From an optimization exercise on the open Yosys and OpenROAD flow, aimed at small area; shortcuts taken in it are not production practice.
Only simulation tests tie the RTL to the original design; equivalence was not proved.
No activity file was given, so power comes from the tool's default toggle rates.

`design/flow/run.sh`:
```
#!/bin/bash
# synth_recipe.tcl (not shown) runs the flow's synth.tcl, then flattens the netlist and writes it again
# the make line also repeats each setting of config.mk as NAME=value (left out here)
make -C /OpenROAD-flow-scripts/flow DESIGN_CONFIG=/design/flow/config.mk WORK_HOME=/design/flow/orfs CLKGATE_MAP_FILE= SYNTH_SCRIPT=/design/flow/synth_recipe.tcl finish
```
`design/flow/config.mk`:
```
export PLATFORM = sky130hd
export DESIGN_NAME = uart_core
export DESIGN_NICKNAME = uart_core
export VERILOG_FILES = /design/flow/design.v
export SDC_FILE = /design/flow/constraint.sdc
export NUM_CORES = 4
export LEC_CHECK = 0
export CAP_MARGIN = 20
export CORE_MARGIN = 2
export CORE_UTILIZATION = 40
export SLEW_MARGIN = 20
```
`design/flow/constraint.sdc`:
```
create_clock -name core_clock -period 8.0 [get_ports {clk}]
set_input_delay 1.6000 -clock core_clock [delete_from_list [all_inputs] [get_ports {clk}]]
set_output_delay 1.6000 -clock core_clock [all_outputs]
set_load 0.01 [all_outputs]
```
`design/flow/design.v`:
```
`timescale 1ns/10fs
module baud_generator(
  input            clk    ,
  input            rst_n  ,       
  input  [15:0]    baud_config_i ,
  output reg       en_16x_baud_o
);
  reg    [15:0]    baud_count;
  wire   [15:0]    baud_count_p1 = baud_count + 16'd1;
  always @(posedge clk or negedge rst_n) begin
    if(!rst_n) begin
      en_16x_baud_o <= 1'b0;
      baud_count    <= 16'd0;
    end
    else if(baud_count_p1 == baud_config_i) begin
      baud_count    <= 16'd0;
      en_16x_baud_o <= 1'b1;
    end
    else begin
      baud_count    <= baud_count_p1;
      en_16x_baud_o <= 1'b0;
    end
  end
endmodule
`timescale 1ns/10fs
module bbfifo_16x8_mem (
  input                clk  ,
  input                wen_i   , 
  input   [7:0]        wdata_i , 
  input   [3:0]        waddr_i , 
  input   [3:0]        raddr_i , 
  output  [7:0]        rdata_o  
);
  reg  [7:0]       mregs [0:15];
  assign rdata_o = mregs[raddr_i];
  always @(posedge clk) begin
    if(wen_i == 1'b1)
      mregs[waddr_i] <= wdata_i;
  end
endmodule
`timescale 1ns/10fs
module bbfifo_16x8(
  input          clk   ,
  input          rst_n ,       
  input          read_i    ,       
  input          write_i   ,       
  input  [7:0]   data_in_i ,
  output [7:0]   data_out_o      ,    
  output         data_present_o  ,
  output         full_o    ,
  output         afull_o       
);
reg [4:0] rptr;
reg [4:0] wptr;
wire  full ;
wire  empty;
assign full_o     = full;
assign data_present_o = ~empty;
bbfifo_16x8_mem bbfifo_16x8_mem (
  .clk        (clk ),
  .wen_i      (write_i&(~full) ), 
  .wdata_i    (data_in_i ), 
  .waddr_i    (wptr[3:0] ), 
  .raddr_i    (rptr[3:0] ), 
  .rdata_o    (data_out_o )
);
always @(posedge clk or negedge rst_n)
  if(!rst_n)	
  	rptr <= 5'b0;
  else if(read_i && (!empty))
  	rptr <= rptr + 5'b1;
always @(posedge clk or negedge rst_n)
  if(!rst_n)
	  wptr <= 5'b0;
  else if(write_i && (!full))
  	wptr <= wptr + 5'b1;
wire [4:0] diff = wptr - rptr;
assign full    = (diff == 5'd16);
assign empty   = (diff == 5'd0);
assign afull_o = (diff == 5'd15);
endmodule
`timescale 1ns/10fs
module kcuart_rx(
  input            clk    ,
  input            rst_n  ,       
  input            msb_first_i      ,    
  input            parity_en_i      ,    
  input            start_polarity_i ,    
  input            en_16x_baud_i ,
  input            serial_in_i   ,
  output reg [7:0] data_out_o  ,
  output reg       data_strobe_o      
);
  wire [3:0] bit_count_p1;
  reg  [3:0] bit_count;
  wire [3:0] baud_count_p1;
  reg  [3:0] baud_count;
  reg        serial_in_d1, serial_in_d2, serial_in_d3;
  wire       calculated_parity;
  reg        start_bit, stop_bit;
  wire       mismatch_parity;
  reg  [8:0] received_data;
  wire [7:0] par_data;
  reg        rx_active;
  reg        stop_condtion;
  wire       break_condition;
  wire       start_polarity = start_polarity_i;
  wire       stop_polarity = ~start_polarity;
  always @(posedge clk or negedge rst_n) begin
    if(!rst_n)
      {serial_in_d1, serial_in_d2, serial_in_d3} <= 3'b0;
    else
      {serial_in_d1, serial_in_d2, serial_in_d3} <= {serial_in_i, serial_in_d1, serial_in_d2};
  end
  wire   serial_negedge = (serial_in_d2 == 1'b0 && serial_in_d3 == 1'b1);
  wire   serial_posedge = (serial_in_d2 == 1'b1 && serial_in_d3 == 1'b0);
  wire   start_condition = (start_polarity == 1'b0) ? (serial_negedge == 1'b1 && bit_count[3:0] == 4'd0 && rx_active == 1'b0)
                                                    : (serial_posedge == 1'b1 && bit_count[3:0] == 4'd0 && rx_active == 1'b0);    
  always @(posedge clk or negedge rst_n) begin
    if(!rst_n)
      rx_active <= 1'b0;
    else if(start_condition == 1'b1)
      rx_active <= 1'b1;
    else if(bit_count == 4'd1 && start_bit != start_polarity)   
      rx_active <= 1'b0;
    else if(stop_condtion == 1'b1)
      rx_active <= 1'b0;
  end
  assign baud_count_p1 = baud_count + 1;
  always @(posedge clk or negedge rst_n) begin
    if(!rst_n)
      baud_count <= 4'd0;
    else if(en_16x_baud_i == 1'b1 && rx_active == 1'b1)
      baud_count <= baud_count_p1;
    else if(rx_active == 1'b0)
      baud_count <= 4'd0;
  end
  wire [3:0] bit_num = (parity_en_i == 1'b0) ? 10 : 11;
  assign bit_count_p1 = bit_count + 1;
  always @(posedge clk or negedge rst_n) begin
    if(!rst_n)
      bit_count <= 4'd0;
    else if(en_16x_baud_i == 1'b1 && baud_count == 4'd15 && rx_active == 1'b1) begin
      if(bit_count < (bit_num - 1))
        bit_count <= bit_count_p1;
      else if(bit_count >= (bit_num - 1))
        bit_count <= 4'd0;
    end
    else if(rx_active == 1'b0)
      bit_count <= 4'd0;
  end
  always @(posedge clk or negedge rst_n) begin
    if(!rst_n)
      stop_condtion <= 0;
    else 
      stop_condtion <= (baud_count == 4'd8 && bit_count == (bit_num - 1) && en_16x_baud_i == 1'b1) ? 1 : 0; 
  end
  always @(posedge clk or negedge rst_n) begin
    if(!rst_n) begin
      received_data <= 9'h0;
      start_bit     <= 1'b1;
      stop_bit      <= 1'b1;
    end
    else if(en_16x_baud_i == 1'b1 && baud_count == 4'd8 && rx_active == 1'b1) begin
      case(bit_count)
        4'd0:  start_bit        <= serial_in_d3 ;  
        4'd1:  received_data[0] <= serial_in_d3 ;
        4'd2:  received_data[1] <= serial_in_d3 ;
        4'd3:  received_data[2] <= serial_in_d3 ;
        4'd4:  received_data[3] <= serial_in_d3 ;
        4'd5:  received_data[4] <= serial_in_d3 ;
        4'd6:  received_data[5] <= serial_in_d3 ;
        4'd7:  received_data[6] <= serial_in_d3 ;
        4'd8:  received_data[7] <= serial_in_d3 ;
        4'd9:  
          if(parity_en_i == 1'b1)
            received_data[8] <= serial_in_d3 ; 
          else
            stop_bit         <= serial_in_d3 ;
        4'd10: 
          if(parity_en_i == 1'b1)
            stop_bit <= serial_in_d3 ;
      endcase
    end
    else if(rx_active == 1'b0) begin
      received_data <= 9'h0;
      start_bit     <= start_polarity;
      stop_bit      <= stop_polarity;
    end
  end
  assign break_condition = (stop_bit != stop_polarity && bit_count == (bit_num - 1)) ? 1 : 0;
  assign par_data[7:0] = (msb_first_i == 1'b0) ? received_data[7:0] : {received_data[0], received_data[1], received_data[2],
                           received_data[3], received_data[4], received_data[5], received_data[6], received_data[7]};
  assign calculated_parity = ^received_data[7:0];
  assign mismatch_parity = (parity_en_i == 1'b1 && calculated_parity != received_data[8]) ? 1'b1 : 1'b0;
  always @(posedge clk or negedge rst_n) begin
    if(!rst_n) 
      data_strobe_o <= 1'b0;
    else 
      data_strobe_o <= (stop_condtion == 1'b1 && break_condition == 1'b0 && mismatch_parity == 1'b0);
  end
  always @(posedge clk) begin
    if(stop_condtion == 1'b1)
      data_out_o <= par_data[7:0];
  end
endmodule
`timescale 1ns/10fs
module kcuart_tx(
  input          clk     ,
  input          rst_n   ,       
  input          msb_first_i      ,     
  input          parity_en_i      ,     
  input          start_polarity_i ,     
  input  [7:0]   data_in_i        ,
  input          send_character_i ,
  input          en_16x_baud_i   ,
  output reg     serial_out_o     ,
  output reg     tx_complete_o      
);
  wire [3:0]      bit_count_p1;
  reg  [3:0]      bit_count;
  wire [3:0]      baud_count_p1;
  reg  [3:0]      baud_count;
  wire       start_polarity = start_polarity_i;
  wire       stop_polarity = ~start_polarity;
  assign baud_count_p1 = baud_count + 1;
  always @(posedge clk or negedge rst_n) begin
    if(!rst_n)
      baud_count <= 4'd0;
    else if(send_character_i == 1'b0)
      baud_count <= 4'd0;
    else if(en_16x_baud_i == 1'b1)
      baud_count <= baud_count_p1;
  end
  wire [3:0] bit_num = (parity_en_i == 1'b0) ? 10 : 11;
  assign bit_count_p1 = bit_count + 1;
  always @(posedge clk or negedge rst_n) begin
    if(!rst_n)
      bit_count <= 4'd0;
    else if(en_16x_baud_i == 1'b1 && baud_count == 4'd15) begin
      if(bit_count < (bit_num - 1) && send_character_i == 1'b1)
        bit_count <= bit_count_p1;
      else if(send_character_i == 1'b0 || bit_count >= (bit_num - 1))
        bit_count <= 4'd0;
    end
  end
  wire         parity_bit = ^data_in_i[7:0];
  wire [8:0]   data_sent = (msb_first_i == 1'b0) ? {parity_bit, data_in_i[7:0]} : {parity_bit, data_in_i[0], data_in_i[1],
                                  data_in_i[2], data_in_i[3], data_in_i[4], data_in_i[5], data_in_i[6], data_in_i[7]};
  always @(posedge clk or negedge rst_n) begin
    if(!rst_n)
      serial_out_o <= 1'b1;
    else if(en_16x_baud_i == 1'b1) begin
      if(baud_count == 4'b0 && send_character_i == 1'b1) 
        case(bit_count)
          4'd0:  serial_out_o <= start_polarity;  
          4'd1:  serial_out_o <= data_sent[0];
          4'd2:  serial_out_o <= data_sent[1];
          4'd3:  serial_out_o <= data_sent[2];
          4'd4:  serial_out_o <= data_sent[3];
          4'd5:  serial_out_o <= data_sent[4];
          4'd6:  serial_out_o <= data_sent[5];
          4'd7:  serial_out_o <= data_sent[6];
          4'd8:  serial_out_o <= data_sent[7];
          4'd9:  
            if(parity_en_i == 1'b1) 
              serial_out_o <= data_sent[8];
            else
              serial_out_o <= stop_polarity;    
          default: serial_out_o <= stop_polarity;
        endcase
      else if(send_character_i == 1'b0)
        serial_out_o <= stop_polarity;
    end
  end
  always @(posedge clk or negedge rst_n) begin
    if(!rst_n)
      tx_complete_o <= 1'b0;
    else if(en_16x_baud_i == 1'b1) begin
      if(bit_count == (bit_num - 1) && baud_count == 4'd15)
        tx_complete_o <= 1'b1;
      else
        tx_complete_o <= 1'b0;
    end
    else
      tx_complete_o <= 1'b0;
  end
endmodule
`timescale 1ns/10fs
module uart_rx(
  input          clk      ,
  input          rst_n    ,       
  input          msb_first_i       ,       
  input          parity_en_i       ,       
  input          start_polarity_i  ,       
  input          serial_in_i       ,
  output [7:0]   data_out_o        ,
  input          read_buffer_i     ,
  input          reset_buffer_i    ,                     
  input          en_16x_baud_i    ,
  output reg     buffer_data_present_o
);
  wire  reset_buffer_n = rst_n & (~reset_buffer_i);
  wire  data_strobe;
  always @(posedge clk or negedge reset_buffer_n) begin
    if(!reset_buffer_n)
      buffer_data_present_o <= 1'b0;
    else if(data_strobe)
      buffer_data_present_o <= 1'b1;
    else if(read_buffer_i)
      buffer_data_present_o <= 1'b0;
  end
  kcuart_rx kcuart_rx(
    .clk              (clk)    ,
    .rst_n            (rst_n)  ,    
    .parity_en_i      (parity_en_i),    
    .msb_first_i      (msb_first_i),                          
    .start_polarity_i (start_polarity_i),
    .serial_in_i      (serial_in_i ),
    .en_16x_baud_i    (en_16x_baud_i ),
    .data_out_o       (data_out_o ),
    .data_strobe_o    (data_strobe )  
  );
endmodule
`timescale 1ns/10fs
module uart_tx(
  input          clk      ,
  input          rst_n    ,       
  input          msb_first_i       ,    
  input          parity_en_i       ,    
  input          start_polarity_i  ,    
  input  [7:0]   data_in_i         ,
  input          write_buffer_i    ,       
  input          reset_buffer_i    ,       
  input          en_16x_baud_i    ,
  output         serial_out_o        ,
  output         buffer_full_o       ,
  output         buffer_afull_o
);
  wire  reset_buffer_n = rst_n & (~reset_buffer_i);
  wire  tx_complete;
  wire  data_present;
  wire  [7:0] fifo_dout;
  bbfifo_16x8 bbfifo_16x8(
    .clk              (clk),
    .rst_n            (reset_buffer_n),      
    .read_i           (tx_complete),      
    .write_i          (write_buffer_i),      
    .data_in_i        (data_in_i),
    .data_out_o       (fifo_dout),    
    .data_present_o   (data_present),
    .full_o           (buffer_full_o),
    .afull_o          (buffer_afull_o)
  );                                
  kcuart_tx kcuart_tx(
    .clk              (clk),
    .rst_n            (rst_n),    
    .parity_en_i      (parity_en_i),    
    .msb_first_i      (msb_first_i),                          
    .start_polarity_i (start_polarity_i),
    .data_in_i        (fifo_dout),
    .send_character_i (data_present),
    .en_16x_baud_i    (en_16x_baud_i),
    .serial_out_o     (serial_out_o),
    .tx_complete_o    (tx_complete)  
  );
endmodule
`timescale 1ns/10fs
module uart_regs(
  input                bus2ip_clk      ,
  input                bus2ip_rst_n    ,
  input  [15:0]        bus2ip_addr_i   ,
  input  [15:0]        bus2ip_data_i   ,
  input                bus2ip_wr_ce_i  ,     
  output reg           parity_en_o         ,       
  output reg           msb_first_o         ,       
  output reg           start_polarity_o    ,       
  output reg           reset_buffer_o      ,       
  output reg [15:0]    baud_config_o
);
  parameter BASEADDR = 4'h0;
  reg    reset_buffer, reset_buffer_d1, reset_buffer_d2;
  always @(posedge bus2ip_clk or negedge bus2ip_rst_n) begin
    if(!bus2ip_rst_n) begin
      baud_config_o[15:0] <= 16'd68;          
      parity_en_o         <= 1'b0;
      msb_first_o         <= 1'b0;
      start_polarity_o    <= 1'b0;
      reset_buffer        <= 1'b0;
    end
    else if(bus2ip_wr_ce_i == 1'b1 && bus2ip_addr_i[15:12] == BASEADDR) begin
      case(bus2ip_addr_i[11:0])
        12'h000:   baud_config_o[15:0]        <= bus2ip_data_i[15:0];
        12'h001:   {parity_en_o, msb_first_o, start_polarity_o} <= bus2ip_data_i[2:0] ;
        12'h002:   reset_buffer               <= bus2ip_data_i[0]   ;
      endcase
    end
    else
      reset_buffer       <= 1'b0;
  end
  always @(posedge bus2ip_clk or negedge bus2ip_rst_n) begin
    if(!bus2ip_rst_n) begin
      {reset_buffer_d1, reset_buffer_d2} <= 2'b0;
      reset_buffer_o  <= 1'b0;
    end
    else begin
      {reset_buffer_d1, reset_buffer_d2} <= {reset_buffer, reset_buffer_d1};
      reset_buffer_o  <= (reset_buffer | reset_buffer_d1) & (~reset_buffer_d2);
    end
  end
endmodule
`timescale 1ns/10fs
module bus_master(
  input                  clk               ,
  input                  rst_n             ,       
  input                  en_16x_baud_i        ,
  input  [7:0]           rx_data_out_i            ,
  output                 rx_read_buffer_o         ,
  input                  rx_buffer_data_present_i ,
  output reg [7:0]       tx_data_in_o           ,
  output reg             tx_write_buffer_o      ,       
  input                  tx_buffer_full_i       ,
  input                  tx_buffer_afull_i,
  output  [15:0]         bus2ip_addr_o   ,
  output  [15:0]         bus2ip_data_o   ,
  output                 bus2ip_rd_ce_o  ,     
  output                 bus2ip_wr_ce_o  ,     
  input   [15:0]         ip2bus_data_i
);
  parameter SOF = 8'haa;
  parameter EOF = 8'hd5;
  parameter TIMEOUT_VALUE = 12'd3200;   
  wire          present = rx_buffer_data_present_i;
  wire          get_sof_p1;
  reg           get_sof_done;
  wire          get_eof_p1;
  reg           get_eof_done;
  reg  [11:0]   baud_timer;
  reg  [5:0]    byte_count;
  reg  [5:0]    expected_count;
  wire [5:0]    byte_count_p1 = byte_count + 6'd1;
  always @(posedge clk or negedge rst_n) begin
    if(!rst_n)
      baud_timer <= 12'd0;
    else if(present == 1'b1 || get_eof_done == 1'b1)
      baud_timer <= 12'd0;
    else if(en_16x_baud_i == 1'b1 && baud_timer < TIMEOUT_VALUE)
      baud_timer <= baud_timer + 12'd1;
  end
  wire baud_timeout = (baud_timer == TIMEOUT_VALUE);
  assign get_sof_p1 = present && (rx_data_out_i == SOF);
  assign get_eof_p1 = present && (rx_data_out_i == EOF) && (byte_count == expected_count);
  wire   sof = (get_sof_done == 1'b0 && get_sof_p1 == 1'b1);
  always @(posedge clk or negedge rst_n) begin
    if(!rst_n)
      get_sof_done <= 1'b0;
    else if(baud_timeout == 1'b1 || (get_eof_done == 1'b0 && get_eof_p1 == 1'b1))
      get_sof_done <= 1'b0;
    else if(get_sof_p1 == 1'b1)
      get_sof_done <= 1'b1;
  end
  always @(posedge clk or negedge rst_n) begin
    if(!rst_n)
      get_eof_done <= 1'b0;
    else if(sof)
      get_eof_done <= 1'b0;
    else if(get_eof_p1 == 1'b1)
      get_eof_done <= 1'b1;
  end
  always @(posedge clk or negedge rst_n) begin
    if(!rst_n)
      byte_count <= 6'd0;
    else if(sof)
      byte_count <= 6'd1;
    else if(present == 1'b1 && get_eof_p1 == 1'b0 && get_eof_done == 1'b0)
      byte_count <= byte_count_p1;
    else if(baud_timeout == 1'b1 || get_eof_done == 1'b1)
      byte_count <= 6'd0;
  end
  wire [3:0]    opcode = rx_data_out_i[7:4];
  reg           write_reg;
  reg           read_reg;
  reg  [3:0]    burst_len;  
  reg  [15:0]   base_addr;
  always @(posedge clk or negedge rst_n) begin
    if(!rst_n) begin
      write_reg <= 1'b0;
      read_reg  <= 1'b0;
    end
    else if(sof) begin
      write_reg <= 1'b0;
      read_reg  <= 1'b0;
    end
    else if(byte_count == 6'd1 && present == 1'b1) begin
      read_reg  <= (opcode == 4'b0000);
      write_reg <= (opcode == 4'b0001);
    end
  end
  always @(posedge clk) begin
    if(byte_count == 6'd1 && present == 1'b1)
      burst_len <= rx_data_out_i[3:0];
  end
  always @(posedge clk) begin
    if(byte_count == 6'd2 && present == 1'b1)
      base_addr[15:8] <= rx_data_out_i;
    if(byte_count == 6'd3 && present == 1'b1)
      base_addr[7:0]  <= rx_data_out_i;
  end
  always @(posedge clk or negedge rst_n) begin
    if(!rst_n)
      expected_count <= 6'd63;
    else if(read_reg == 1'b1)
      expected_count <= 6'd5;
    else if(write_reg == 1'b1)
      expected_count <= {1'b0, burst_len, 1'b1} + 6'd6;
  end
  reg  [7:0]   wdata_hi [0:15];
  reg  [7:0]   wdata_lo [0:15];
  wire [5:0]   wpos = byte_count - 6'd4;
  always @(posedge clk) begin
    if(present == 1'b1 && write_reg == 1'b1 && !sof && byte_count >= 6'd4 && byte_count <= 6'd35) begin
      if(wpos[0] == 1'b0)
        wdata_hi[wpos[4:1]] <= rx_data_out_i;
      else
        wdata_lo[wpos[4:1]] <= rx_data_out_i;
    end
  end
  reg  [7:0]  calculated_fcs;
  reg         fcs_matched;
  always @(posedge clk or negedge rst_n) begin
    if(!rst_n)
      calculated_fcs <= 8'h0;
    else if(sof)
      calculated_fcs <= 8'h0;
    else if(byte_count != 6'd0 && present == 1'b1)
      calculated_fcs <= calculated_fcs ^ rx_data_out_i;
  end
  always @(posedge clk or negedge rst_n) begin
    if(!rst_n)
      fcs_matched <= 1'b0;
    else if(sof)
      fcs_matched <= 1'b0;
    else if(byte_count_p1 == expected_count && present == 1'b1)
      fcs_matched <= (calculated_fcs == rx_data_out_i);
  end
  reg         write_in_progress;
  reg  [4:0]  write_step;
  reg         write_enable;
  always @(posedge clk or negedge rst_n) begin
    if(!rst_n)
      write_in_progress <= 1'b0;
    else if(fcs_matched == 1'b1 && write_reg == 1'b1 && get_eof_done == 1'b0 && get_eof_p1 == 1'b1)
      write_in_progress <= 1'b1;
    else if(write_step == {burst_len, 1'b1})
      write_in_progress <= 1'b0;
  end
  always @(posedge clk or negedge rst_n) begin
    if(!rst_n)
      write_step <= 5'd0;
    else if(sof)
      write_step <= 5'd0;
    else if(write_in_progress == 1'b1)
      write_step <= write_step + 5'd1;
  end
  always @(posedge clk or negedge rst_n) begin
    if(!rst_n)
      write_enable <= 1'b0;
    else
      write_enable <= write_in_progress;
  end
  reg         read_in_progress;
  reg  [4:0]  read_step;
  reg         read_enable;
  reg         read_enable_d1;
  reg  [15:0] read_data [0:15];
  always @(posedge clk or negedge rst_n) begin
    if(!rst_n)
      read_in_progress <= 1'b0;
    else if(fcs_matched == 1'b1 && read_reg == 1'b1 && get_eof_done == 1'b0 && get_eof_p1 == 1'b1)
      read_in_progress <= 1'b1;
    else if(read_step == {burst_len, 1'b1})
      read_in_progress <= 1'b0;
  end
  always @(posedge clk or negedge rst_n) begin
    if(!rst_n)
      read_step <= 5'd0;
    else if(sof)
      read_step <= 5'd0;
    else if(read_in_progress == 1'b1)
      read_step <= read_step + 5'd1;
  end
  always @(posedge clk or negedge rst_n) begin
    if(!rst_n) begin
      read_enable    <= 1'b0;
      read_enable_d1 <= 1'b0;
    end
    else begin
      read_enable    <= read_in_progress;
      read_enable_d1 <= read_enable;
    end
  end
  wire [4:0]  write_step_m1 = write_step - 5'd1;
  wire [4:0]  read_step_m1  = read_step - 5'd1;
  always @(posedge clk) begin
    if(read_enable == 1'b1 && read_step[0] == 1'b0)
      read_data[read_step_m1[4:1]] <= ip2bus_data_i;
  end
  reg    get_eof_done_d1;
  always @(posedge clk or negedge rst_n) begin
    if(!rst_n)
      get_eof_done_d1 <= 1'b0;
    else
      get_eof_done_d1 <= get_eof_done;
  end
  assign rx_read_buffer_o = (write_in_progress || read_in_progress || (get_eof_done & (~get_eof_done_d1))) ? 1'b0 : present;
  reg         tx_start;
  reg         tx_in_progress;
  reg  [5:0]  tx_count;
  reg  [3:0]  tx_burst_len, tx_burst_len_z1;
  reg  [15:0] tx_base_addr, tx_base_addr_z1;
  wire [5:0]  tx_last = {1'b0, tx_burst_len_z1, 1'b1} + 6'd6;    
  wire        tx_ok = (tx_buffer_full_i == 1'b0 && tx_buffer_afull_i == 1'b0);
  wire        read_done = (read_enable_d1 == 1'b1 && read_enable == 1'b0);
  always @(posedge clk or negedge rst_n) begin
    if(!rst_n)
      tx_start <= 1'b0;
    else if(read_done)
      tx_start <= 1'b1;
    else if(tx_in_progress == 1'b0)
      tx_start <= 1'b0;
  end
  always @(posedge clk) begin
    if(read_done) begin
      tx_burst_len <= burst_len;
      tx_base_addr <= base_addr;
    end
  end
  always @(posedge clk or negedge rst_n) begin
    if(!rst_n)
      tx_in_progress <= 1'b0;
    else if(tx_start == 1'b1 && tx_in_progress == 1'b0)
      tx_in_progress <= 1'b1;
    else if(tx_count == tx_last && tx_ok)
      tx_in_progress <= 1'b0;
  end
  always @(posedge clk) begin
    if(tx_start == 1'b1 && tx_in_progress == 1'b0) begin
      tx_burst_len_z1 <= tx_burst_len;
      tx_base_addr_z1 <= tx_base_addr;
    end
  end
  always @(posedge clk or negedge rst_n) begin
    if(!rst_n)
      tx_count <= 6'h0;
    else if(tx_in_progress == 1'b1 && tx_ok)
      tx_count <= tx_count + 6'd1;
    else if(tx_in_progress == 1'b0)
      tx_count <= 6'h0;
  end
  wire [3:0]  tx_word = tx_count[4:1] - 4'd2;
  wire [15:0] tx_rd   = read_data[tx_word];
  reg  [7:0]  tx_byte;
  always @(*) begin
    case(tx_count)
      6'd0   :  tx_byte = 8'haa;
      6'd1   :  tx_byte = {4'b0, tx_burst_len_z1};
      6'd2   :  tx_byte = tx_base_addr_z1[15:8];
      6'd3   :  tx_byte = tx_base_addr_z1[7:0];
      default:  tx_byte = tx_count[0] ? tx_rd[7:0] : tx_rd[15:8];
    endcase
  end
  reg  tx_in_progress_d1;
  reg  [7:0] tx_fcs;
  always @(posedge clk or negedge rst_n) begin
    if(!rst_n)
      tx_in_progress_d1 <= 0;
    else
      tx_in_progress_d1 <= tx_in_progress;
   end
  always @(posedge clk or negedge rst_n) begin
    if(!rst_n)
      tx_fcs <= 8'h0;
    else if(tx_in_progress == 1'b1 && tx_in_progress_d1 == 1'b1 && tx_ok)
      tx_fcs <= tx_byte ^ tx_fcs;
    else if(tx_in_progress == 1'b0)
      tx_fcs <= 8'h0;
  end
  always @(posedge clk) begin
    if(tx_count == tx_last - 6'd1)
      tx_data_in_o <= tx_fcs;
    else if(tx_count == tx_last)
      tx_data_in_o <= 8'hd5;
    else
      tx_data_in_o <= tx_byte;
  end
  always @(posedge clk or negedge rst_n) begin
    if(!rst_n)
      tx_write_buffer_o <= 1'b0;
    else
      tx_write_buffer_o <= tx_in_progress && tx_ok;
  end
  wire [3:0]  bus_word = write_enable ? write_step_m1[4:1] : read_step_m1[4:1];
  assign bus2ip_addr_o  = base_addr + {12'h0, bus_word};
  assign bus2ip_data_o  = {wdata_hi[write_step_m1[4:1]], wdata_lo[write_step_m1[4:1]]};
  assign bus2ip_rd_ce_o = read_enable;
  assign bus2ip_wr_ce_o = write_enable;
endmodule
`timescale 1ns/10fs
module uart_core(
  input                  clk     ,
  input                  rst_n   ,       
  input                  serial_in_i     ,
  output                 serial_out_o    ,  
  output  [15:0]         bus2ip_addr_o   ,
  output  [15:0]         bus2ip_data_o   ,
  output                 bus2ip_rd_ce_o  ,     
  output                 bus2ip_wr_ce_o  ,     
  input   [15:0]         ip2bus_data_i
);
  wire          parity_en ; 
  wire          msb_first ; 
  wire          start_polarity;
  wire          en_16x_baud;
  wire          reset_buffer;
  wire [7:0]    rx_data_out ;
  wire          rx_read_buffer;
  wire          rx_buffer_data_present;
  wire  [7:0]   tx_data_in         ; 
  wire          tx_write_buffer    ; 
  wire          tx_buffer_full     ; 
  wire          tx_buffer_afull;
  wire  [15:0]  baud_config  ;
  uart_rx uart_rx(
    .clk                   (clk ),
    .rst_n                 (rst_n ),     
    .parity_en_i           (parity_en ),     
    .msb_first_i           (msb_first ),     
    .start_polarity_i      (start_polarity),
    .serial_in_i           (serial_in_i ),
    .data_out_o            (rx_data_out ),
    .read_buffer_i         (rx_read_buffer ),
    .reset_buffer_i        (reset_buffer ),                     
    .en_16x_baud_i         (en_16x_baud ),
    .buffer_data_present_o (rx_buffer_data_present )
  );
  uart_tx uart_tx(
    .clk                   (clk ) , 
    .rst_n                 (rst_n ) , 
    .parity_en_i           (parity_en ) , 
    .msb_first_i           (msb_first ) , 
    .start_polarity_i      (start_polarity),
    .data_in_i             (tx_data_in ) , 
    .write_buffer_i        (tx_write_buffer ) , 
    .reset_buffer_i        (reset_buffer ) , 
    .en_16x_baud_i         (en_16x_baud ) , 
    .serial_out_o          (serial_out_o ) , 
    .buffer_full_o         (tx_buffer_full ) , 
    .buffer_afull_o        (tx_buffer_afull )
  );
  baud_generator  baud_generator(
    .clk                   (clk )   ,
    .rst_n                 (rst_n)  ,
    .baud_config_i         (baud_config )  ,
    .en_16x_baud_o         (en_16x_baud )
  );
  uart_regs  uart_regs(
    .bus2ip_clk            (clk   ),
    .bus2ip_rst_n          (rst_n ),
    .bus2ip_addr_i         (bus2ip_addr_o  ),
    .bus2ip_data_i         (bus2ip_data_o  ),
    .bus2ip_wr_ce_i        (bus2ip_wr_ce_o ),
    .parity_en_o           (parity_en    ) ,     
    .msb_first_o           (msb_first    ) ,    
    .start_polarity_o      (start_polarity),
    .reset_buffer_o        (reset_buffer ) ,   
    .baud_config_o         (baud_config  ) 
  );
  bus_master  bus_master(
    .clk                     (clk        ),
    .rst_n                   (rst_n      ),      
    .en_16x_baud_i           (en_16x_baud   ),
    .rx_data_out_i           (rx_data_out            ) ,
    .rx_read_buffer_o        (rx_read_buffer         ) ,
    .rx_buffer_data_present_i(rx_buffer_data_present ) ,
    .tx_data_in_o            (tx_data_in          ) ,
    .tx_write_buffer_o       (tx_write_buffer     ) ,
    .tx_buffer_full_i        (tx_buffer_full      ) ,
    .tx_buffer_afull_i       (tx_buffer_afull),
    .bus2ip_addr_o           (bus2ip_addr_o   ) ,
    .bus2ip_data_o           (bus2ip_data_o   ) ,
    .bus2ip_rd_ce_o          (bus2ip_rd_ce_o  ) ,  
    .bus2ip_wr_ce_o          (bus2ip_wr_ce_o  ) , 
    .ip2bus_data_i           (ip2bus_data_i ) 
  );
endmodule
```
==> flow_summary_export.csv, run 1 <==
group,metric,value,unit
grt,grt_pass1_wl,124000,µm
power_and_ir_drop,p_leak,12.7,nW
setup_path,required,6.40,ns
finish,mostFrequentLayoutCells,"edfxtp_1 (708), mux4_2 (166), nor2_1 (145), dfrtp_1 (143), nand2_1 (96)",
timing,slew_headroom,22.6,%
finish,largest_reg_flops,256,
clock_network,post_cts_buffers,0,
synthesis,synth_area_leaders,"edfxtp_1 (58%), mux4_2 (10%), dfrtp_1 (10%), xnor2_1 (2.2%), ha_1 (1.8%)",
grt,grt_max_degree,79,
synthesis,synth-compound-area-share,2.77,%
synthesis,synth_edf_count,708,
clock_network,cts-buffers-inserted,92,
floorplan,ioPinCount,54,
timing,finalMaxSlewViolations,0,
place,place_hpwl,50000,µm
synthesis,netlist_instances,2118,
timing,clock.fmax,165,MHz
floorplan,core_area,90400,µm²
routing,drtIter0Drc,1717,
timing,rsz0062_at_grt,"no",
clock_network,tritoncts,"built",
setup_path,r2r_cells,15,
finish,fin_cells,3477,
routing,met2_length,39700,µm
synthesis,yosys.area.top_type_share,58.0,%
finish,layout.nets,2297,
synthesis,async_flop_share,17.9,%
place,port-buffer-count,53,
routing,drc,0,
finish,final_common_cell,"edfxtp_1",
floorplan,die_width,307,µm
floorplan,initial_core_util,40.5,%
place,dp.cells,3304,
routing,wl_met1,35100,µm
setup_path,cp-start-kind,"register",
setup_path,crit_fanout,35,
synthesis,yosysTopAreaCell,"edfxtp_1",
routing,wirelength,81400,µm
clock_network,htreeDepth,3,
run_status,status,"finished clean",
setup_path,cp_data_arrival_time,4.48,ns
timing,hold_violations,0,
clock_network,cts_resized,0,
setup_path,critical_path_class,"reg2out",
routing,vias,19100,
grt,grt_overflow,0,
floorplan,die-area,94000,µm²
timing,skew,0.0318,ns
timing,fin_crit,6.08,ns
synthesis,synth_simple_gate_area_share,6.53,%
synthesis,synth_xor_xnor_area_share,3.89,%
routing,ant_nets,0,
routing,wl_per_cell,23.4,µm
grt,grt_pass1_vias,19600,
synthesis,synth_top_family_by_area,"multiplexers",
clock_network,clock_latency,0.67,ns
hold_path,worstHoldPathCells,0,
synthesis,syn_avg_cell_area,17.3,µm²
timing,tightestPinTransition,1.16,ns
power_and_ir_drop,irDropWorstVdd,0.179,mV
floorplan,fp.dieH,307,µm
routing,top_layer_used,"met4",
routing,met3WireLength,4720,µm
clock_network,cts_root_buffer,"clkbuf_16",
clock_network,ctsHoldBuffers,0,
synthesis,synthFlopType,"edfxtp_1",
grt,track_usage,17.5,%
clock_network,clk_pin_slew_worst_paths,0.06,ns
run,maxCapViolations,0,
power_and_ir_drop,powerDensity,219,nW/µm²
routing,via_per_inst,5.49,
finish,syn_to_final_growth,13.7,%
synthesis,syn_area,36600,µm²
synthesis,ys_seq_area_share,69.2,%
grt,antenna_found_initial,2,
finish,post_route_cells_drive_above_1_share,18.7,%
synthesis,synthMuxAreaShare,14.0,%
clock_network,clkSinkCount,872,
synthesis,synth_fa_ha_area_share,1.92,%
synthesis,syn-num-nets,2192,
finish,fillers,7585,
hold_path,min_path_type,"reg2reg",
timing,tns,0,ns
setup_path,endpoint_kind,"primary output",
clock_network,clockBufferDepth,3,
timing,period_share,76.0,%
place,place_congestion,0.808,
synthesis,ys_ff_latch,872,
synthesis,synth_cell_types,81,
routing,first_pass_iters,5,
timing,setup_violations,0,
floorplan,rows,110,
synthesis,yosys_warnings,8,
==> layout make-up <==
cell class | count | area (µm²) | share of cell area, %
diodes | 1 | 2.50 | 0.00601
clock buffers | 120 | 2460 | 5.90
clock inverters | 51 | 500 | 1.20
inverters | 57 | 214 | 0.514
multi-input cells | 1101 | 10800 | 25.8
flip-flops and latches | 872 | 25300 | 60.9
well taps | 1176 | 1470 | 3.53
repair buffers | 99 | 888 | 2.13
==> cell usage after synthesis (28+ instances only) <==
master / n
mux4_2: 166
nor2_1: 164
dfrtp_1: 146
nand4_1: 33
mux2i_1: 40
nand2_1: 96
ha_1: 53
xor2_1: 70
xnor2_1: 90
mux2_2: 29
clkbuf_1: 54
edfxtp_1: 708
nand3_1: 43
inv_1: 55
and2_1: 28
==> metal layers <==
layer | up-vias | global-route usage, %
met4 | 0 | 5.18
met2 | 532 | 28.6
li1 | 8441 | -
met3 | 124 | 3.09
met1 | 10000 | 24.2
met5 | - | 0
==> path summary, 6_finish.rpt <==
check                                                    startpoint                                        end  slack (ns)
hold reg to reg            uart_rx.kcuart_rx.serial_in_d1$_DFF_PN0_   uart_rx.kcuart_rx.serial_in_d2$_DFF_PN0_        0.35
hold / removal             uart_rx.kcuart_rx.serial_in_d1$_DFF_PN0_   uart_rx.kcuart_rx.serial_in_d2$_DFF_PN0_        0.35
setup reg to reg               bus_master.write_step[0]$_DFFE_PN0P_     uart_regs.baud_config_o[8]$_DFFE_PN0P_        3.01
min in group asynchronous        uart_regs.reset_buffer_o$_DFF_PN0_  uart_rx.buffer_data_present_o$_DFFE_PN0P_        0.42
setup / recovery               bus_master.write_step[0]$_DFFE_PN0P_                          bus2ip_addr_o[14]        1.92
max in group asynchronous                                     rst_n         bus_master.tx_count[1]$_DFFE_PN0P_        5.74
==> report_power, final <==
part,switching [mW],internal [mW]
combinational,0.0373,0.0149
sequential,0.00742,4.88
clock,1.78,2.41
total,1.82,7.30
==> worst max-delay path: stages (launching register included) <==
cell,delay [ns]
dfrtp_1,0.45
inv_1,0.12
ha_4,0.77
mux2i_1,0.20
ha_1,0.25
inv_1,0.07
fa_1,0.19
nor2b_1,0.06
o21a_1,0.17
or2_2,0.40
nand3_1,0.14
xor2_1,0.27
inv_1,0.20
clkdlybuf4s50_1,0.53
==> through the flow <==
| step | utilization, % | instance area (µm²) | hold WS [ns] | setup slack [ns] | total power, mW |
|---|---|---|---|---|---|
| detailed placement | 42.7 | 38700 | 0.340 | 2.58 | 5.03 |
| global placement | 42.7 | 38700 | 0.339 | 2.66 | 5.03 |
| finish | 46.0 | 41600 | 0.350 | 1.92 | 9.12 |
| global route | 46.0 | 41600 | 0.363 | 1.54 | 9.39 |
| CTS | 46.0 | 41600 | 0.354 | 1.82 | 9.21 |
| floorplan | - | 36600 | 0.331 | 3.03 | 4.99 |
==> kinds of logic (layout without fill, tap and decap cells) <==
family                   count (synthesis)  in the layout
multiplexers                           260            260
other                                    0              1
AO/OA/AOI/OAI                          140            140
XOR/XNOR                               161            161
flip-flops                             872            872
AND/OR/NAND/NOR                        485            485
adder cells (fa/ha/maj)                 55             55
buffers and inverters                  145            327
==> run 2, diff against run 1 <==
--- a/design/flow/design.v
+++ b/design/flow/design.v
@@ -515,15 +515,39 @@
       expected_count <= {1'b0, burst_len, 1'b1} + 6'd6;
   end
-  reg  [7:0]   wdata_hi [0:15];
-  reg  [7:0]   wdata_lo [0:15];
+  reg  [15:0]  wring [0:15];
+  reg  [3:0]   wphase;
+  reg          wpend;
+  reg          wpend_hi;
+  reg  [3:0]   wpend_word;
   wire [5:0]   wpos = byte_count - 6'd4;
+  wire         wcapture = present == 1'b1 && write_reg == 1'b1 && !sof && byte_count >= 6'd4 && byte_count <= 6'd35;
+  wire         winsert  = wpend && (wpend_word == wphase);
+  always @(posedge clk or negedge rst_n) begin
+    if(!rst_n)
+      wphase <= 4'd0;
+    else
+      wphase <= wphase + 4'd1;
+  end
+  always @(posedge clk or negedge rst_n) begin
+    if(!rst_n)
+      wpend <= 1'b0;
+    else if(wcapture)
+      wpend <= 1'b1;
+    else if(winsert)
+      wpend <= 1'b0;
+  end
   always @(posedge clk) begin
-    if(present == 1'b1 && write_reg == 1'b1 && !sof && byte_count >= 6'd4 && byte_count <= 6'd35) begin
-      if(wpos[0] == 1'b0)
-        wdata_hi[wpos[4:1]] <= rx_data_out_i;
-      else
-        wdata_lo[wpos[4:1]] <= rx_data_out_i;
+    if(wcapture) begin
+      wpend_hi   <= ~wpos[0];
+      wpend_word <= wpos[4:1];
     end
   end
+  integer k;
+  always @(posedge clk) begin
+    for(k = 0; k < 15; k = k + 1)
+      wring[k] <= wring[k+1];
+    wring[15][15:8] <= (winsert && wpend_hi)  ? rx_data_out_i : wring[0][15:8];
+    wring[15][7:0]  <= (winsert && !wpend_hi) ? rx_data_out_i : wring[0][7:0];
+  end
   reg  [7:0]  calculated_fcs;
   reg         fcs_matched;
@@ -702,5 +726,6 @@
   wire [3:0]  bus_word = write_enable ? write_step_m1[4:1] : read_step_m1[4:1];
   assign bus2ip_addr_o  = base_addr + {12'h0, bus_word};
-  assign bus2ip_data_o  = {wdata_hi[write_step_m1[4:1]], wdata_lo[write_step_m1[4:1]]};
+  wire [3:0]  wring_pos = write_step_m1[4:1] - wphase;
+  assign bus2ip_data_o  = wring[wring_pos];
   assign bus2ip_rd_ce_o = read_enable;
   assign bus2ip_wr_ce_o = write_enable;
--- a/design/flow/config.mk
+++ b/design/flow/config.mk
@@ -6,6 +6,9 @@
 export NUM_CORES = 4
 export LEC_CHECK = 0
+export ABC_AREA = 1
 export CAP_MARGIN = 20
 export CORE_MARGIN = 2
-export CORE_UTILIZATION = 40
+export CORE_UTILIZATION = 55
+export CTS_BUF_LIST = sky130_fd_sc_hd__clkbuf_4 sky130_fd_sc_hd__clkbuf_8
+export CTS_CLUSTER_SIZE = 24
 export SLEW_MARGIN = 20
==> flow_summary_export.csv, run 2 <==
group,metric,value,unit
place,port-buffer-count,53,
synthesis,synth_area_leaders,"edfxtp_1 (38%), dfxtp_1 (15%), nand2_1 (11%), dfrtp_1 (10%), inv_1 (4.9%)",
clock_network,clockBufferDepth,3,
timing,tns,0,ns
finish,final_core_util,62.4,%
timing,hold_violations,0,
grt,antenna_found_initial,1,
power_and_ir_drop,power_frac_comb,0.6,%
hold_path,min_path_type,"reg2async",
clock_network,ctsHoldBuffers,0,
synthesis,synth_edf_count,457,
run,maxCapViolations,0,
clock_network,tritoncts,"built",
grt,grt_pass1_vias,25400,
finish,mostFrequentLayoutCells,"nand2_1 (1,026), inv_1 (472), edfxtp_1 (457), nand3_1 (285), dfxtp_1 (264)",
synthesis,ys_top_cells_by_count,"nand2_1 (1,026), inv_1 (472), edfxtp_1 (457)",
synthesis,ys_ff_latch,882,
setup_path,endpoint_kind,"primary output",
power_and_ir_drop,cell_internal_pwr,7.02,mW
finish,post_route_cells_drive_above_1_share,9.43,%
synthesis,netlist_instances,3723,
timing,tightestPinTransition,1.09,ns
setup_path,startpoint,"bus_master.write_step[1]$_DFFE_PN0P_",
routing,wirelength,92100,µm
floorplan,core_area,65600,µm²
synthesis,syn_area,36400,µm²
floorplan,initial_core_util,55.5,%
power_and_ir_drop,p_total,8.84,mW
routing,drc,0,
routing,vias,26100,
timing,slew_headroom,27.1,%
clock_network,clk_pin_slew_worst_paths,0.06,ns
setup_path,r2r_cells,17,
timing,rsz0062_at_grt,"no",
power_and_ir_drop,p_leak,17.8,nW
power_and_ir_drop,power_frac_clock,45.6,%
place,dp.cells,4569,
finish,fin_area,41000,µm²
grt,grt_overflow,0,
setup_path,crit_fanout,15,
floorplan,die-area,68300,µm²
setup_path,worstPathBufferInverterCount,5,
timing,whs,0.302,ns
setup_path,r2r_setup_slack,3.50,ns
floorplan,ioPinCount,54,
finish,layout.nets,3926,
synthesis,syn-num-nets,3801,
clock_network,htreeDepth,4,
setup_path,path_cells,"inv_1 > ha_1 > ha_1 > fa_1 > inv_1 > nor2_1 > inv_1 > nor2_2 > nand2_1 > nand2_1 > inv_1 > nand2_1 > nor2_1 > a21boi_0 > clkdlybuf4s50_1",
floorplan,die_width,261,µm
grt,grt_max_degree,93,
setup_path,crit_family,"simple AND/OR/NAND/NOR gates",
setup_path,worstReg2RegEnd,"uart_regs.baud_config_o[7]$_DFFE_PN0P_",
timing,skew,0.0355,ns
finish,fillers,5479,
power_and_ir_drop,p_sw_share,20.6,%
grt,grt_pass1_wl,142000,µm
clock_network,cts-buffers-inserted,141,
synthesis,yosysTopAreaCell,"edfxtp_1",
power_and_ir_drop,irDropWorstVdd,0.152,mV
grt,track_usage,27.3,%
synthesis,synth.most_common_cell,"nand2_1",
setup_path,crit_top_cell,"inv_1",
routing,drtIter0Drc,2213,
clock_network,clock_latency,0.78,ns
floorplan,fp.dieH,261,µm
clock_network,clkSinkCount,882,
power_and_ir_drop,powerDensity,216,nW/µm²
routing,wl_per_cell,19.1,µm
timing,fin_crit,7.21,ns
clock_network,cts_resized,0,
finish,syn_to_final_growth,12.5,%
synthesis,synthFlopType,"edfxtp_1",
synthesis,async_flop_share,18.3,%
setup_path,required,6.40,ns
place,dp_slack,1.64,ns
floorplan,rows,94,
finish,fin_cells,4832,
synthesis,synth_cell_types,64,
timing,period_share,90.1,%
place,place_congestion,0.879,
synthesis,syn_avg_cell_area,9.78,µm²
routing,via_per_inst,5.40,
timing,setup_violations,0,
power_and_ir_drop,seq_power_share,53.8,%
timing,finalMaxSlewViolations,0,
clock_network,cts_root_buffer,"clkbuf_8",
setup_path,cp_data_arrival_time,5.61,ns
synthesis,yosys.area.top_type_share,37.7,%
routing,ant_nets,0,
timing,clock.fmax,139,MHz
synthesis,ys_seq_area_share,63.3,%
place,place_hpwl,57500,µm
finish,final_common_cell,"nand2_1",
run_status,status,"finished clean",
setup_path,critical_path_class,"reg2out",
setup_path,cp_slowest_stage_delay,0.88,ns
setup_path,cp-start-kind,"register",
place,dpl_cell_area,37900,µm²
synthesis,yosys_warnings,9,
routing,first_pass_iters,6,
setup_path,cpMaxStageDelayCell,"nor2_2",
clock_network,post_cts_buffers,0,
power_and_ir_drop,p_switching,1.82,mW
setup_path,rr_startpoint,"bus_master.write_step[1]$_DFFE_PN0P_",
timing,fin_ws,0.790,ns
-- run 2: cell types whose count changed in the layout (fill, tap and decap cells not counted), moves of 40 or more --
cell,delta
nand2_1,+930
inv_1,+417
dfxtp_1,+256
edfxtp_1,-251
nand3_1,+242
clkbuf_8,+169
mux4_2,-166
nor2_1,+110
o21ai_0,+98
clkbuf_16,-92
a21oi_1,+74
xnor2_1,-56
clkbuf_4,+46
mux2i_1,-40
-- run 2: logic make-up after synthesis --
logic type / share of synthesized area [%]
and+or+nand+nor: 19.3
DFF: 63.3
buffers and inverters: 6.35
AOI/OAI and AO/OA: 6.55
xor gates and xnor gates: 2.36
adders and majority gates: 2.09
muxes: 0.0309
-- run 2: how the worst max path moves through the flow --
stage,to,depth (start not counted)
after floorplan,bus2ip_data_o[13],15
after global placement,bus2ip_data_o[1],15
after detailed placement,bus2ip_data_o[1],15
after CTS,bus2ip_data_o[1],15
after global routing,bus2ip_data_o[1],15
final,bus2ip_data_o[1],15
-- run 2: per-layer routing --
metal | wire length (µm) | share of wire, % | up-vias | track usage, %
met5 | 0 | 0 | - | 0
met2 | 43100 | 47 | 812 | 44.0
met4 | 2810 | 3.0 | 0 | 10.5
met1 | 40500 | 44 | 12600 | 37.3
met3 | 5630 | 6.1 | 187 | 4.65
li1 | - | - | 12500 | -
-- run 2: worst min-delay path, stage by stage, from the launching register on --
cell and delay [ns]:
dfrtp_1 0.36, nor2_1 0.09, buf_4 0.24
-- run 2: power groups by stage --
stage                     Clock [mW]  Combinational, mW  Sequential (mW)
final                           4.03             0.0548             4.75
after global routing            4.32             0.0618             4.75
after CTS                       4.11             0.0559             4.75
after detailed placement           0             0.0555             4.84
after global placement             0             0.0536             4.84
after floorplan                    0             0.0121             4.84
-- run 2: final cells by class --
class / count / area, µm² / area share, %
Antenna cell: 2 / 5.00 / 0.0122
Timing Repair Buffer: 98 / 882 / 2.15
Clock buffer: 220 / 2740 / 6.69
Tap cell: 864 / 1080 / 2.64
Clock inverter: 41 / 289 / 0.705
Sequential cell: 882 / 23100 / 56.3
Inverter: 485 / 1820 / 4.45
Multi-Input combinational cell: 2240 / 11100 / 27.1
==> run 3, diff against run 2 <==
==> design/flow/config.mk (replaced) <==
export PLATFORM = sky130hd
export DESIGN_NAME = uart_core
export DESIGN_NICKNAME = uart_core
export VERILOG_FILES = /design/flow/design.v
export SDC_FILE = /design/flow/constraint.sdc
export NUM_CORES = 4
export LEC_CHECK = 0
export CAP_MARGIN = 20
export CORE_MARGIN = 2
export CORE_UTILIZATION = 60
export CTS_CLUSTER_DIAMETER = 60
export CTS_CLUSTER_SIZE = 28
export SLEW_MARGIN = 20
==> flow_summary_export.csv, run 3 <==
group,metric,value,unit
timing,finalMaxSlewViolations,0,
power_and_ir_drop,p_total,7.80,mW
synthesis,ys_seq_area_share,66.5,%
finish,syn_to_final_growth,9.06,%
power_and_ir_drop,p_leak,13.3,nW
hold_path,min_path_type,"reg2reg",
setup_path,rr_startpoint,"bus_master.write_step[0]$_DFFE_PN0P_",
grt,track_usage,25.5,%
routing,drtIter0Drc,1681,
finish,post_route_cells_drive_above_1_share,14.0,%
synthesis,yosys.area.top_type_share,39.6,%
synthesis,ys_ff_latch,882,
clock_network,clkSinkCount,882,
synthesis,synth_area_leaders,"edfxtp_1 (40%), dfxtp_1 (15%), dfrtp_1 (11%), mux4_2 (6.6%), mux2i_1 (2.3%)",
place,place_congestion,0.831,
routing,vias,19400,
grt,grt_max_degree,75,
timing,fin_crit,6.53,ns
place,place_hpwl,48700,µm
routing,ant_nets,0,
grt,grt_pass1_wl,117000,µm
hold_path,min_from,"bus_master.wring[5][3]$_DFF_P_",
floorplan,rows,88,
power_and_ir_drop,irDropWorstVdd,0.209,mV
setup_path,crit_fanout,22,
timing,tightestPinTransition,1.05,ns
finish,final_common_cell,"edfxtp_1",
run,maxCapViolations,0,
timing,setup_violations,0,
finish,multi_input_area,10900,µm²
synthesis,syn_avg_cell_area,14.5,µm²
routing,drc,0,
synthesis,netlist_instances,2387,
routing,wl_per_cell,23.1,µm
run_status,status,"finished clean",
synthesis,synth_cell_types,80,
setup_path,critical_path_class,"reg2out",
timing,skew,0.0299,ns
setup_path,cp_data_arrival_time,4.93,ns
finish,n_antenna_cell,0,
place,port-buffer-count,53,
finish,mostFrequentLayoutCells,"edfxtp_1 (457), dfxtp_1 (264), nor2_1 (149), dfrtp_1 (148), nand2_1 (121)",
clock_network,clockBufferDepth,3,
synthesis,synthFlopType,"edfxtp_1",
timing,slew_headroom,29.7,%
grt,grt_overflow,0,
finish,ff_latch_area,23100,µm²
synthesis,yosysTopAreaCell,"edfxtp_1",
grt,grt_pass1_vias,19600,
setup_path,r2r_setup_slack,3.59,ns
routing,first_pass_iters,5,
floorplan,initial_core_util,60.4,%
clock_network,ctsHoldBuffers,0,
clock_network,cts_root_buffer,"clkbuf_16",
synthesis,syn_area,34700,µm²
clock_network,tritoncts,"built",
setup_path,required,6.40,ns
synthesis,synth_edf_count,457,
setup_path,cp-start-kind,"register",
hold_path,worstHoldPathCells,0,
synthesis,synth.most_common_cell,"edfxtp_1",
synthesis,async_flop_share,18.3,%
routing,wirelength,74500,µm
synthesis,syn-num-nets,2465,
hold_path,whs_endpoint,"bus_master.wring[4][3]$_DFF_P_",
floorplan,fp.dieH,244,µm
clock_network,htreeDepth,2,
setup_path,r2r_cells,15,
timing,hold_violations,0,
synthesis,ys_top_cells_by_count,"edfxtp_1 (457), dfxtp_1 (264), nor2_1 (161)",
floorplan,die-area,59700,µm²
timing,period_share,81.7,%
clock_network,cts_resized,0,
grt,antenna_found_initial,2,
floorplan,core_area,57400,µm²
setup_path,worstReg2RegEnd,"uart_regs.baud_config_o[14]$_DFFE_PN0P_",
timing,rsz0062_at_grt,"no",
routing,via_per_inst,6.03,
finish,layout.nets,2496,
clock_network,clk_pin_slew_worst_paths,0.10,ns
setup_path,endpoint_kind,"primary output",
clock_network,cts-buffers-inserted,50,
synthesis,yosys_warnings,9,
power_and_ir_drop,powerDensity,206,nW/µm²
clock_network,clock_latency,0.63,ns
timing,tns,0,ns
setup_path,startpoint,"bus_master.write_step[0]$_DFFE_PN0P_",
floorplan,ioPinCount,54,
floorplan,die_width,244,µm
timing,clock.fmax,153,MHz
finish,fillers,4128,
clock_network,post_cts_buffers,0,
==> run 3: cell types whose count changed after synthesis, sizes merged, moves of 30 or more <==
cell | previous run | this run
mux2i | 0 | 78
nand2 | 1027 | 122
o21ai | 124 | 65
nand3 | 287 | 52
o221ai | 34 | 4
nor2 | 287 | 163
xnor2 | 32 | 88
and2 | 0 | 37
mux2 | 1 | 62
mux4 | 0 | 103
inv | 481 | 57
==> run 3: through the flow <==
stage          utilization, %  cells  cell area (µm²)  setup WS [ns]  hold slack (ns)
4_1_cts                  65.9   3222            37800           1.24            0.340
3_3_place_gp             62.8   3130            36000           2.08            0.327
3_5_place_dp             62.8   3130            36000           1.97            0.334
6_report                 65.9   3223            37800           1.47            0.340
2_1_floorplan               -   2387            34700           3.30            0.323
5_1_grt                  65.9   3223            37800           1.16            0.352
==> run 3: metal layers <==
layer	global-route usage [%]	routed length [µm]	vias up
met2	41.5	35800	534
met5	0	0	-
met3	3.69	4280	115
met1	36.5	32500	9894
met4	6.90	1930	0
li1	-	-	8904
==> run 3: report_power, final <==
part | internal (mW) | total [mW] | switching, mW
registers | 4.74 | 4.75 | 0.00491
logic | 0.0132 | 0.0554 | 0.0422
clock network | 1.36 | 2.99 | 1.63
total | 6.12 | 7.80 | 1.67
==> run 3: worst max-delay path, stage by stage, from the launching register on <==
cell	delay, ns
dfrtp_1	0.46
inv_1	0.07
ha_1	0.33
ha_2	0.22
fa_2	0.42
xor2_4	0.61
buf_4	0.39
mux2i_1	0.11
mux4_2	0.49
a21oi_1	0.16
nor2_1	0.05
a21oi_1	0.34
clkdlybuf4s50_1	0.62
==> run 3: logic make-up (layout without fill, tap and decap cells) <==
group	Yosys count	in the layout	synth area share [%]
adders and majority gates	59	59	2.19
xor gates and xnor gates	169	169	4.33
AOI/OAI and AO/OA	312	312	6.07
and+or+nand+nor	544	544	7.68
DFF	882	882	66.5
buffers and inverters	178	249	2.26
muxes	243	243	11.0
==> run 3: worst max-delay path by stage <==
stage | endpoint | slack, ns | cells past startpoint
after floorplan | bus2ip_data_o[0] | 3.30 | 11
after global placement | bus2ip_data_o[12] | 2.08 | 12
after detailed placement | bus2ip_data_o[5] | 1.97 | 12
after CTS | bus2ip_data_o[5] | 1.24 | 12
after global routing | bus2ip_data_o[8] | 1.16 | 12
final | bus2ip_data_o[8] | 1.47 | 12
==> run 3: area by class of cell <==
type | count | area share (%)
clock buffers | 58 | 3.51
clock inverters | 34 | 1.19
inverters | 61 | 0.606
multi-input cells | 1327 | 28.9
flip-flops and latches | 882 | 61.0
well taps | 765 | 2.53
repair buffers | 96 | 2.26
==> run 4, diff against run 3 <==
--- a/design/flow/config.mk
+++ b/design/flow/config.mk
@@ -8,6 +8,4 @@
 export CAP_MARGIN = 20
 export CORE_MARGIN = 2
-export CORE_UTILIZATION = 60
-export CTS_CLUSTER_DIAMETER = 60
-export CTS_CLUSTER_SIZE = 28
+export CORE_UTILIZATION = 40
 export SLEW_MARGIN = 20
==> flow_summary_export.csv, run 4 <==
group,metric,value,unit
run_status,status,"finished clean",
routing,drc,0,
routing,ant_nets,0,
synthesis,synth_edf_count,457,
routing,first_pass_iters,7,
setup_path,r2r_cells,15,
power_and_ir_drop,p_total,9.33,mW
synthesis,syn-num-nets,2465,
synthesis,synth_area_leaders,"edfxtp_1 (40%), dfxtp_1 (15%), dfrtp_1 (11%), mux4_2 (6.6%), mux2i_1 (2.3%)",
timing,skew,0.0485,ns
synthesis,synth_xor_xnor_area_share,4.33,%
finish,layout.nets,2536,
floorplan,die-area,89000,µm²
clock_network,clkSinkCount,882,
timing,tns,0,ns
synthesis,yosys_warnings,9,
grt,grt_overflow,0,
power_and_ir_drop,power_frac_comb,0.6,%
timing,setup_violations,0,
run,maxCapViolations,0,
setup_path,required,6.40,ns
setup_path,rr_startpoint,"bus_master.write_step[0]$_DFFE_PN0P_",
grt,grt_max_degree,70,
clock_network,cts-buffers-inserted,92,
synthesis,synth_simple_gate_area_share,7.68,%
synthesis,async_flop_share,18.3,%
setup_path,critical_path_class,"reg2out",
synthesis,syn_area,34700,µm²
clock_network,ctsHoldBuffers,0,
timing,fin_crit,7.04,ns
clock_network,clk_pin_slew_worst_paths,0.06,ns
place,port-buffer-count,53,
power_and_ir_drop,powerDensity,234,nW/µm²
timing,whs,0.319,ns
floorplan,rows,107,
setup_path,cp_slowest_stage_delay,0.84,ns
synthesis,synth.most_common_cell,"edfxtp_1",
synthesis,yosysTopAreaCell,"edfxtp_1",
synthesis,ys_ff_latch,882,
synthesis,ys_seq_area_share,66.5,%
hold_path,worstHoldPathCells,0,
finish,final_core_util,46.5,%
synthesis,yosys.area.top_type_share,39.6,%
setup_path,worstReg2RegEnd,"uart_regs.baud_config_o[4]$_DFFE_PN0P_",
setup_path,endpoint_kind,"primary output",
place,dpl_cell_area,36500,µm²
grt,grt_pass1_vias,20700,
synthesis,synth_cell_types,80,
place,dp.cells,3507,
routing,wl_per_cell,21.4,µm
power_and_ir_drop,p_switching,1.84,mW
finish,post_route_cells_drive_above_1_share,16.1,%
synthesis,synth_fa_ha_area_share,2.19,%
clock_network,tritoncts,"built",
floorplan,die_width,298,µm
power_and_ir_drop,power_frac_clock,48.4,%
timing,fin_ws,0.962,ns
floorplan,fp.dieH,298,µm
timing,rsz0062_at_grt,"no",
finish,fin_area,39800,µm²
synthesis,netlist_instances,2387,
place,place_congestion,0.856,
synthesis,synth_top_family_by_area,"multiplexers",
finish,mostFrequentLayoutCells,"edfxtp_1 (457), dfxtp_1 (264), dfrtp_1 (148), nor2_1 (145), nand2_1 (121)",
timing,tightestPinTransition,1.08,ns
timing,finalMaxSlewViolations,0,
finish,final_common_cell,"edfxtp_1",
place,dp_slack,1.67,ns
timing,slew_headroom,28.3,%
hold_path,min_path_type,"reg2reg",
synthesis,synth-compound-area-share,6.07,%
place,place_hpwl,50700,µm
grt,antenna_found_initial,0,
clock_network,cts_resized,0,
hold_path,min_from,"bus_master.wring[2][10]$_DFF_P_",
finish,syn_to_final_growth,14.7,%
synthesis,syn_avg_cell_area,14.5,µm²
grt,track_usage,17.7,%
floorplan,ioPinCount,54,
floorplan,core_area,85500,µm²
setup_path,cp_data_arrival_time,5.44,ns
clock_network,clock_latency,0.66,ns
timing,period_share,88.0,%
power_and_ir_drop,p_leak,14.1,nW
power_and_ir_drop,p_sw_share,19.7,%
setup_path,path_cells,"inv_1 > ha_1 > ha_2 > clkinv_1 > nor2_1 > buf_4 > a221oi_1 > a21oi_1 > a211oi_1 > o21ai_0 > clkdlybuf4s50_1",
setup_path,r2r_setup_slack,3.30,ns
clock_network,htreeDepth,3,
grt,grt_pass1_wl,123000,µm
finish,fin_cells,3682,
synthesis,synthFlopType,"edfxtp_1",
power_and_ir_drop,cell_internal_pwr,7.49,mW
synthesis,synthMuxAreaShare,11.0,%
clock_network,post_cts_buffers,0,
synthesis,ys_top_cells_by_count,"edfxtp_1 (457), dfxtp_1 (264), nor2_1 (161)",
routing,vias,19900,
floorplan,initial_core_util,40.5,%
timing,hold_violations,0,
routing,via_per_inst,5.41,
finish,n_antenna_cell,0,
power_and_ir_drop,seq_power_share,51.0,%
routing,drtIter0Drc,1526,
clock_network,clockBufferDepth,3,
setup_path,crit_fanout,34,
timing,clock.fmax,142,MHz
setup_path,cpMaxStageDelayCell,"clkinv_1",
routing,wirelength,78700,µm
clock_network,cts_root_buffer,"clkbuf_16",
power_and_ir_drop,irDropWorstVdd,0.164,mV
hold_path,whs_endpoint,"bus_master.wring[1][10]$_DFF_P_",
setup_path,cp-start-kind,"register",
run 4: changes by cell type in the layout (fill, tap and decap cells not counted), sizes merged:
cell and change:
buf -2, bufinv +9, clkbuf +70, clkinv +25, clkinvlp +2, inv -24
run 4: worst max-delay path by stage:
stage	startpoint	to	slack, ns
floorplan	bus_master.write_step[0]$_DFFE_PN0P_	bus2ip_data_o[0]	3.30
global placement	bus_master.write_step[0]$_DFFE_PN0P_	bus2ip_data_o[1]	1.67
detailed placement	bus_master.write_step[0]$_DFFE_PN0P_	bus2ip_data_o[2]	1.67
CTS	bus_master.write_step[0]$_DFFE_PN0P_	bus2ip_data_o[3]	0.97
global route	bus_master.write_step[0]$_DFFE_PN0P_	bus2ip_data_o[3]	0.69
finish	bus_master.write_step[0]$_DFFE_PN0P_	bus2ip_data_o[3]	0.96
run 4: worst max-delay path, delay by kind of cell, from the launching register on:
family	cells	cell delay (ns)
AND/OR/NAND/NOR	1	0.57
adder cells (fa/ha/maj)	2	1.13
AO/OA/AOI/OAI	4	0.76
flip-flops	1	0.45
buffers and inverters	4	1.86
run 4: cells by family (layout without fill, tap and decap cells):
family,Yosys count,in the layout
buf+inv,178,329
simple gates,544,544
flops,882,882
xor+xnor,169,169
fa+ha+maj,59,59
mux,243,243
compound gates,312,312
run 4: routing by layer:
metal  up-vias  share of wire [%]  track usage, %
li1       9034                  -               -
met1     10200                 44            23.5
met2       526                 48            29.2
met3       148                4.5            2.69
met4         0                3.5            7.01
met5         -                  0               0
run 4: layout make-up:
cell class	count	area [µm²]
tap	1144	1430
timing repair buffer	94	850
fill	7395	45800
multi-input combinational	1327	10900
inverter	61	229
clock buffer	128	2690
sequential	882	23100
clock inverter	46	581
run 4: power by group through the flow:
stage,registers [mW],clock network (mW),logic (mW)
2_1_floorplan,4.85,0,0.0135
3_3_place_gp,4.85,0,0.0526
3_5_place_dp,4.85,0,0.0568
4_1_cts,4.76,4.60,0.0571
5_1_grt,4.75,4.76,0.0629
6_report,4.76,4.52,0.0551
==> run 5, diff against run 4 <==
==> design/flow/flow/run.sh (new file) <==
#!/bin/bash
set -o pipefail
export CTS_ARGS="-sink_clustering_enable -repair_clock_nets -dont_use_dummy_load"
export BUFFER_PORTS_ARGS="-buffer_cell sky130_fd_sc_hd__buf_1"
bash standard.sh > standard.log 2>&1
==> design/flow/standard.sh (new file) <==
#!/bin/bash
# synth_recipe.tcl (not shown) runs the flow's synth.tcl, then flattens the netlist and writes it again
# the make line also repeats each setting of config.mk as NAME=value (left out here)
make -C /OpenROAD-flow-scripts/flow DESIGN_CONFIG=/design/flow/config.mk WORK_HOME=/design/flow/orfs CLKGATE_MAP_FILE= SYNTH_SCRIPT=/design/flow/synth_recipe.tcl "${@:-finish}"
removed: design/flow/run.sh
==> flow_summary_export.csv, run 5 <==
group,metric,value,unit
clock_network,clk_pin_slew_worst_paths,0.06,ns
setup_path,critical_path_class,"reg2out",
synthesis,synth_area_leaders,"edfxtp_1 (40%), dfxtp_1 (15%), dfrtp_1 (11%), mux4_2 (6.6%), mux2i_1 (2.3%)",
clock_network,ctsHoldBuffers,0,
setup_path,cpMaxStageDelayCell,"nor2_1",
timing,finalMaxSlewViolations,0,
synthesis,synth.most_common_cell,"edfxtp_1",
setup_path,cp_slowest_stage_delay,0.76,ns
setup_path,crit_fanout,19,
hold_path,min_path_type,"reg2reg",
hold_path,min_from,"bus_master.wring[10][6]$_DFF_P_",
place,port-buffer-count,53,
finish,syn_to_final_growth,11.1,%
setup_path,cp-start-kind,"register",
synthesis,synthFlopType,"edfxtp_1",
synthesis,async_flop_share,18.3,%
synthesis,ys_top_cells_by_count,"edfxtp_1 (457), dfxtp_1 (264), nor2_1 (161)",
setup_path,rr_startpoint,"bus_master.write_step[0]$_DFFE_PN0P_",
grt,grt_pass1_wl,121000,µm
routing,wirelength,77900,µm
setup_path,worstReg2RegEnd,"uart_regs.baud_config_o[14]$_DFFE_PN0P_",
run_status,status,"finished clean",
setup_path,r2r_setup_slack,3.33,ns
hold_path,whs_endpoint,"bus_master.wring[9][6]$_DFF_P_",
timing,whs,0.286,ns
finish,fin_cells,3599,
synthesis,yosys_warnings,9,
setup_path,endpoint_kind,"primary output",
clock_network,clock_latency,0.67,ns
place,dp_slack,2.19,ns
finish,fillers,7471,
routing,vias,19600,
timing,hold_violations,0,
timing,tns,0,ns
routing,drtIter0Drc,1475,
place,dp.cells,3504,
place,place_hpwl,50300,µm
timing,setup_violations,0,
power_and_ir_drop,powerDensity,219,nW/µm²
grt,track_usage,17.5,%
clock_network,cts_resized,0,
grt,grt_overflow,0,
routing,first_pass_iters,9,
timing,period_share,79.3,%
routing,wl_per_cell,21.6,µm
finish,fin_area,38500,µm²
setup_path,startpoint,"bus_master.write_step[0]$_DFFE_PN0P_",
synthesis,syn-num-nets,2465,
floorplan,initial_core_util,40.5,%
run 5: cell types whose count changed in the layout (fill, tap and decap cells not counted), sizes merged:
cell	delta
clkdlybuf4s50	-52
clkinvlp	-2
bufinv	-11
clkbuf	-33
diode	+1
buf	+47
clkinv	-29
inv	-4
run 5: report_power, final:
| group | total (mW) | internal, mW | leakage [nW] | switching (mW) |
|---|---|---|---|---|
| Combinational | 0.0484 | 0.00809 | 4.16 | 0.0403 |
| Sequential | 4.76 | 4.75 | 8.15 | 0.00474 |
| Clock | 3.61 | 2.05 | 1.16 | 1.56 |
| Total | 8.42 | 6.81 | 13.5 | 1.61 |
run 5: area by class of cell:
| class | instances | area (µm²) | area share [%] |
|---|---|---|---|
| Timing Repair Buffer | 90 | 493 | 1.28 |
| Tap cell | 1144 | 1430 | 3.72 |
| Inverter | 61 | 229 | 0.595 |
| Multi-Input combinational cell | 1327 | 10900 | 28.4 |
| Clock buffer | 94 | 2350 | 6.11 |
| Antenna cell | 1 | 2.50 | 0.00650 |
| Sequential cell | 882 | 23100 | 59.9 |
run 5: metrics by stage:
stage	total power, mW	utilization [%]
2_1_floorplan	4.86	-
3_3_place_gp	4.90	42.2
3_5_place_dp	4.90	42.2
4_1_cts	8.50	45.0
5_1_grt	8.67	45.0
6_report	8.42	45.0
run 5: worst max-delay path, delay by kind of cell, from the launching register on:
kind	cells	cell delay [ns]
flip-flops	1	0.44
buffers and inverters	4	1.24
AND/OR/NAND/NOR	1	0.76
AO/OA/AOI/OAI	4	0.72
adder cells (fa/ha/maj)	2	0.96
run 5: routing by layer:
| metal | GRT usage [%] | share of wire (%) |
|---|---|---|
| met5 | 0 | 0 |
| met4 | 6.05 | 3.0 |
| met3 | 2.53 | 4.3 |
| met2 | 29.5 | 49 |
| met1 | 23.1 | 43 |
run 5: cell families after synthesis:
| group | count (synthesis) | synth area share (%) |
|---|---|---|
| AND/OR/NAND/NOR | 544 | 7.68 |
| adder cells (fa/ha/maj) | 59 | 2.19 |
| buffers and inverters | 178 | 2.26 |
| multiplexers | 243 | 11.0 |
| XOR/XNOR | 169 | 4.33 |
| AO/OA/AOI/OAI | 312 | 6.07 |
| flip-flops | 882 | 66.5 |
run 5: how the worst max path moves through the flow:
stage	slack, ns	cells after the start	endpoint
2_1_floorplan	3.30	11	bus2ip_data_o[0]
3_3_place_gp	2.25	12	bus2ip_data_o[7]
3_5_place_dp	2.19	12	bus2ip_data_o[7]
4_1_cts	1.53	12	bus2ip_data_o[7]
5_1_grt	1.36	14	bus2ip_data_o[12]
6_report	1.66	11	bus2ip_data_o[3]

-- what the ideal ports hide --
The flow's constraints put no driver on any port. The routed layouts listed below were extracted and timed again, unchanged, in two steps.
Step 1 sets driving cells, clkbuf_16 on the clock port and buf_2 on the other inputs (assumed; they add their load-dependent delay and slew).
Step 2 times the ports against the registers' clock, not the clock port: input delays grow and output delays shrink by t, the midpoint of the rising clock arrivals with the driver on.
Slacks: ideal / step 1 / step 2; pairs: ideal / step 1.
run | shift t [ns] | setup slack, ns
run 1 | 0.718 | 1.922 / 1.854 / 2.572
run 2 | 0.822 | 0.790 / 0.733 / 1.555
run 3 | 0.685 | 1.468 / 1.403 / 2.088
run 4 | 0.700 | 0.962 / 0.897 / 1.597
run 5 | 0.686 | 1.658 / 1.594 / 2.280
After both steps every run listed still meets setup and hold.
